Background: an optimization exercise with open tools, aiming at small area. Do not read the settings as production practice. In this exercise RTL edits were held to simulation tests only and were not proved equivalent to the original. Power figures rest on the tool's default switching activity, not on a simulated workload.

main:
// RegisterFile
module RegisterFile(we, rst, clk, data_in, data_out, data_oe, addr, enable_reg);
   input [5:0] addr;
   input we, rst, clk;
   input [31:0] data_in;
   output [31:0] data_out;
   output data_oe;
   input enable_reg;
   wire [32:0] dec;
   wire [32:0] wr;
   wire [32:0] sel;
   wire [31:0] rowq [0:32];
   reg  [32:0] valid;
   genvar i, j;
   generate
      for (i = 0; i < 33; i = i + 1) begin : g_row
         assign dec[i] = (addr == i);
         assign wr[i]  = we & dec[i];
         assign sel[i] = dec[i] & valid[i];
         rf_row row (.clk(clk), .w(wr[i]), .wn(~wr[i]), .d(data_in), .q(rowq[i]));
      end
      for (j = 0; j < 32; j = j + 1) begin : g_rd
         wire [32:0] col;
         for (i = 0; i < 33; i = i + 1) begin : g_col
            assign col[i] = rowq[i][j];
         end
         rf_rdbit rd (.sel(sel), .q(col), .o(data_out[j]));
      end
   endgenerate
   always @(posedge clk or posedge rst) begin
      if (rst) valid <= 33'b0;
      else     valid <= valid | wr;
   end
  ...
Size in the first run: ~3000 cells after synthesis, about 1100 flip-flops, roughly 75 I/O pins, about 0.039 sq mm of cells after synthesis.
Settings: LEC_CHECK=0, CAP_MARGIN=20, CORE_MARGIN=2, CORE_UTILIZATION=40, SLEW_MARGIN=20, SYNTH_HIERARCHICAL=1, SYNTH_MINIMUM_KEEP_SIZE=0; clock period 8.0 ns.
run.sh (not shown) runs the stock make flow with config.mk's settings and CLKGATE_MAP_FILE= SYNTH_SCRIPT=/design/flow/synth_recipe.tcl, a recipe that flattens the netlist after the stock synthesis.
#### Input delta (the feature branch over main)
- CTS_BUF_LIST: unset -> sky130_fd_sc_hd__clkbuf_4 sky130_fd_sc_hd__clkbuf_8
- CTS_CLUSTER_SIZE: unset -> 15
- CORE_UTILIZATION: 40 -> 65
- CTS_CLUSTER_DIAMETER: unset -> 60
[summary]
Max core utilization of the finished layout across main and the feature branch: the feature branch. Worst IR drop on VDD for the feature branch is higher than for main. Looking at HPWL after detailed placement, the feature branch sits below main.

---

RegisterFile, a different RTL version from the one above (not shown whole).
Size: ~2900 cells after synthesis, roughly 1100 flip-flops, ~75 I/O pins, about 0.035 mm^2 of cells after synthesis.
// RegisterFile
module RegisterFile(we, rst, clk, data_in, data_out, data_oe, addr, enable_reg);
Settings: LEC_CHECK=0, CAP_MARGIN=10, CORE_MARGIN=2, CORE_UTILIZATION=65, CTS_BUF_LIST=sky130_fd_sc_hd__clkbuf_4 sky130_fd_sc_hd__clkbuf_8, CTS_CLUSTER_DIAMETER=60, CTS_CLUSTER_SIZE=18, SLEW_MARGIN=10, SYNTH_HIERARCHICAL=1, SYNTH_MINIMUM_KEEP_SIZE=0; clock period 8.0 ns.
standard.sh (not shown) runs the stock make flow with config.mk's settings and CLKGATE_MAP_FILE= SYNTH_SCRIPT=/design/flow/synth_recipe.tcl, a recipe that flattens the netlist after the stock synthesis.
==> flow/flow/run.sh <==
#!/bin/bash
# The standard ORFS layout (the standard.sh, standard synthesis included), with these
# changes:
#  - the buffers placed on the input and output ports are sky130_fd_sc_hd__buf_1 instead of
#    the cell buffer_ports picks by default (a delay buffer, clkdlybuf4s50_1);
#  - timing-driven global placement keeps no resizer changes of its own
#    (GPL_KEEP_OVERFLOW=0); the resize step after placement repairs the design.
set -euo pipefail
export BUFFER_PORTS_ARGS="-buffer_cell sky130_fd_sc_hd__buf_1"
export CTS_ARGS="-sink_clustering_enable -repair_clock_nets -buf_list {sky130_fd_sc_hd__clkbuf_4 sky130_fd_sc_hd__clkbuf_8} -sink_clustering_size 18 -sink_clustering_max_diameter 60 -dont_use_dummy_load"
export GPL_KEEP_OVERFLOW=0
bash standard.sh > standard_flow.log 2>&1
==> next run, changes <==
==> flow/flow/run.sh (replaced) <==
#!/bin/bash
# The standard ORFS layout (the standard.sh, standard synthesis included), with two
# changes:
#  - the buffers placed on the input and output ports are sky130_fd_sc_hd__buf_1 instead of
#    the cell buffer_ports picks by default (a delay buffer, clkdlybuf4s50_1);
set -euo pipefail
export BUFFER_PORTS_ARGS="-buffer_cell sky130_fd_sc_hd__buf_1"
export CTS_ARGS="-sink_clustering_enable -repair_clock_nets -buf_list {sky130_fd_sc_hd__clkbuf_4 sky130_fd_sc_hd__clkbuf_8} -sink_clustering_size 15 -sink_clustering_max_diameter 60 -dont_use_dummy_load"
bash standard.sh > standard_flow.log 2>&1
Settings changed: CAP_MARGIN 10 to 20, CORE_UTILIZATION 65 to 72, CTS_CLUSTER_SIZE 18 to 15, SLEW_MARGIN 10 to 20.
=>
- fmax is higher by 4.1%
- die area is lower by 9.6%
- clock power is higher by about 6%
- utilization is higher by 9.0 points
- global-route usage is higher by 4.0 points
- count of clock-buffer cells in the layout is higher by 12

---

RegisterFile again, from the RTL that the note above started with.
==> flow/config.mk <==
export PLATFORM = sky130hd
export DESIGN_NAME = RegisterFile
export DESIGN_NICKNAME = RegisterFile
export VERILOG_FILES = /design/flow/design.v
export SDC_FILE = /design/flow/constraint.sdc
export NUM_CORES = 4
export LEC_CHECK = 0
export CAP_MARGIN = 5
export CORE_MARGIN = 2
export CORE_UTILIZATION = 65
export CTS_BUF_LIST = sky130_fd_sc_hd__clkbuf_4 sky130_fd_sc_hd__clkbuf_8
export CTS_CLUSTER_DIAMETER = 60
export CTS_CLUSTER_SIZE = 18
export GPL_ROUTABILITY_DRIVEN = 0
export SLEW_MARGIN = 5
export SYNTH_HIERARCHICAL = 1
export SYNTH_MINIMUM_KEEP_SIZE = 0
==> flow/constraint.sdc <==
create_clock -name core_clock -period 8.0 [get_ports {clk}]
set_input_delay 1.6000 -clock core_clock [delete_from_list [all_inputs] [get_ports {clk}]]
set_output_delay 1.6000 -clock core_clock [all_outputs]
set_load 0.01 [all_outputs]
==> flow/flow/run.sh <==
#!/bin/bash
# The standard ORFS layout (the standard.sh, standard synthesis included), with these
# changes:
#  - the buffers placed on the input and output ports are sky130_fd_sc_hd__buf_1 instead of
#    the cell buffer_ports picks by default (a delay buffer, clkdlybuf4s50_1);
#  - timing-driven global placement keeps no resizer changes of its own
#    (GPL_KEEP_OVERFLOW=0); the resize step after placement repairs the design.
set -euo pipefail
export BUFFER_PORTS_ARGS="-buffer_cell sky130_fd_sc_hd__buf_1"
export CTS_ARGS="-sink_clustering_enable -repair_clock_nets -buf_list {sky130_fd_sc_hd__clkbuf_4 sky130_fd_sc_hd__clkbuf_8} -sink_clustering_size 18 -sink_clustering_max_diameter 60 -dont_use_dummy_load"
export GPL_KEEP_OVERFLOW=0
bash standard.sh > standard_flow.log 2>&1
The first run completed without violations.
Rerun with:
CAP_MARGIN = 0   (was 5)
GPL_ROUTABILITY_DRIVEN = default   (was 0)
PLACE_DENSITY = 0.85   (was default)
SLEW_MARGIN = 0   (was 5)
What happened:
- The new run finished but fails on max-capacitance violations, max-slew violations
- hold slack hardly moves
- register-to-register slack is better by 0.03 ns
- synthesized cell count does not change
- total power is about the same
- via count grows by 2.1%
Rerun with:
PLACE_DENSITY = default   (was 0.85)
The changed run finished with timing, DRC and antenna clean; utilization barely changes; maximum frequency went down by a few percent; non-clock buffer count went up by 1; wire length barely changes; synthesized area does not change; final area stays flat; total power went down slightly; sequential share of layout area stays flat; count of clock-buffer cells in the layout went down by 1.
Rerun with:
==> flow/flow/run.sh (replaced) <==
#!/bin/bash
# The standard ORFS layout (the standard.sh, standard synthesis included), with two
# changes:
#  - the buffers placed on the input and output ports are sky130_fd_sc_hd__buf_1 instead of
#    the cell buffer_ports picks by default (a delay buffer, clkdlybuf4s50_1);
set -euo pipefail
export BUFFER_PORTS_ARGS="-buffer_cell sky130_fd_sc_hd__buf_1"
export CTS_ARGS="-sink_clustering_enable -repair_clock_nets -buf_list {sky130_fd_sc_hd__clkbuf_4 sky130_fd_sc_hd__clkbuf_8} -sink_clustering_size 15 -sink_clustering_max_diameter 60 -dont_use_dummy_load"
bash standard.sh > standard_flow.log 2>&1
CAP_MARGIN = 20   (was 0)
CTS_CLUSTER_SIZE = 15   (was 18)
SLEW_MARGIN = 20   (was 0)
What happened: Synthesized cell count does not change; hold slack is about the same; final cell count grows by 2.4%; flip-flop and latch count is unchanged; wire length grows by 2.4%; core utilization grows by 1.0 points; worst setup slack improves by 0.054 ns.
Rerun with:
==> flow/flow/run.sh (replaced) <==
#!/bin/bash
# The standard ORFS layout (the standard.sh, standard synthesis included), with these
# changes:
#  - the buffers placed on the input and output ports are sky130_fd_sc_hd__buf_1 instead of
#    the cell buffer_ports picks by default (a delay buffer, clkdlybuf4s50_1);
#  - timing-driven global placement keeps no resizer changes of its own
#    (GPL_KEEP_OVERFLOW=0); the resize step after placement repairs the design.
set -euo pipefail
export BUFFER_PORTS_ARGS="-buffer_cell sky130_fd_sc_hd__buf_1"
export CTS_ARGS="-sink_clustering_enable -repair_clock_nets -buf_list {sky130_fd_sc_hd__clkbuf_4 sky130_fd_sc_hd__clkbuf_8} -sink_clustering_size 18 -sink_clustering_max_diameter 60 -dont_use_dummy_load"
export GPL_KEEP_OVERFLOW=0
bash standard.sh > standard_flow.log 2>&1
CAP_MARGIN = 5   (was 20)
CTS_CLUSTER_SIZE = 18   (was 15)
SLEW_MARGIN = 5   (was 20)
What happened: Sequential cell count is unchanged. Total power decreases by 1.9%. Worst hold slack stays flat. Combinational power decreases by about 1%. Final area decreases by 1.4%. Fmax decreases by about 1.4%. Wire length decreases by about 2.1%. Register-to-register slack gets worse by 0.32 ns. Global-route usage decreases by 0.81 points. Setup slack gets worse by 0.098 ns. Via count decreases by about 1.6%.

## re-timing with driven ports
The flow's constraints put no driver on any port. The routed layouts listed below were extracted and timed again, unchanged, in two steps. Step 1 assumes that a clkbuf_16 drives the clock port and a buf_2 every other input. Step 2 moves the port delays by t, midway between the first and last clock arrival at a register: inputs arrive t later, outputs are due t later. That takes back most of the time a late clock gives input paths. Slacks: ideal / step 1 / step 2; pairs: ideal / step 1.
run | t (ns) | setup slack, ns | hold WS [ns] | worst data-port slew with drivers (ns)
main | 0.762 | 0.276 / 0.194 / 0.194 | 0.449 / 0.449 / 0.449 | 0.11
the feature branch | 0.794 | 0.659 / 0.633 / 0.633 | 0.459 / 0.459 / 0.459 | 0.04
the first run of note 2 | 0.750 | 0.903 / 0.804 / 0.804 | 0.405 / 0.405 / 0.405 | 0.11
the second run of note 2 | 0.774 | 1.186 / 1.104 / 1.104 | 0.400 / 0.400 / 0.400 | 0.11
the first run of note 3 | 0.754 | 0.800 / 0.743 / 0.803 | 0.403 / 0.403 / 0.403 | 0.11
the second run of note 3 | 0.750 | 1.044 / 0.950 / 0.950 | 0.401 / 0.401 / 0.401 | 0.10
the third run of note 3 | 0.750 | 0.844 / 0.748 / 0.748 | 0.403 / 0.403 / 0.403 | 0.13
the fourth run of note 3 | 0.762 | 0.898 / 0.832 / 0.832 | 0.400 / 0.400 / 0.400 | 0.10
the fifth run of note 3 | 0.754 | 0.800 / 0.743 / 0.803 | 0.403 / 0.403 / 0.403 | 0.11
The setup slack of the first run of note 2, which loses most, moves by -0.099 ns with the drivers and by -0.099 ns with both steps.
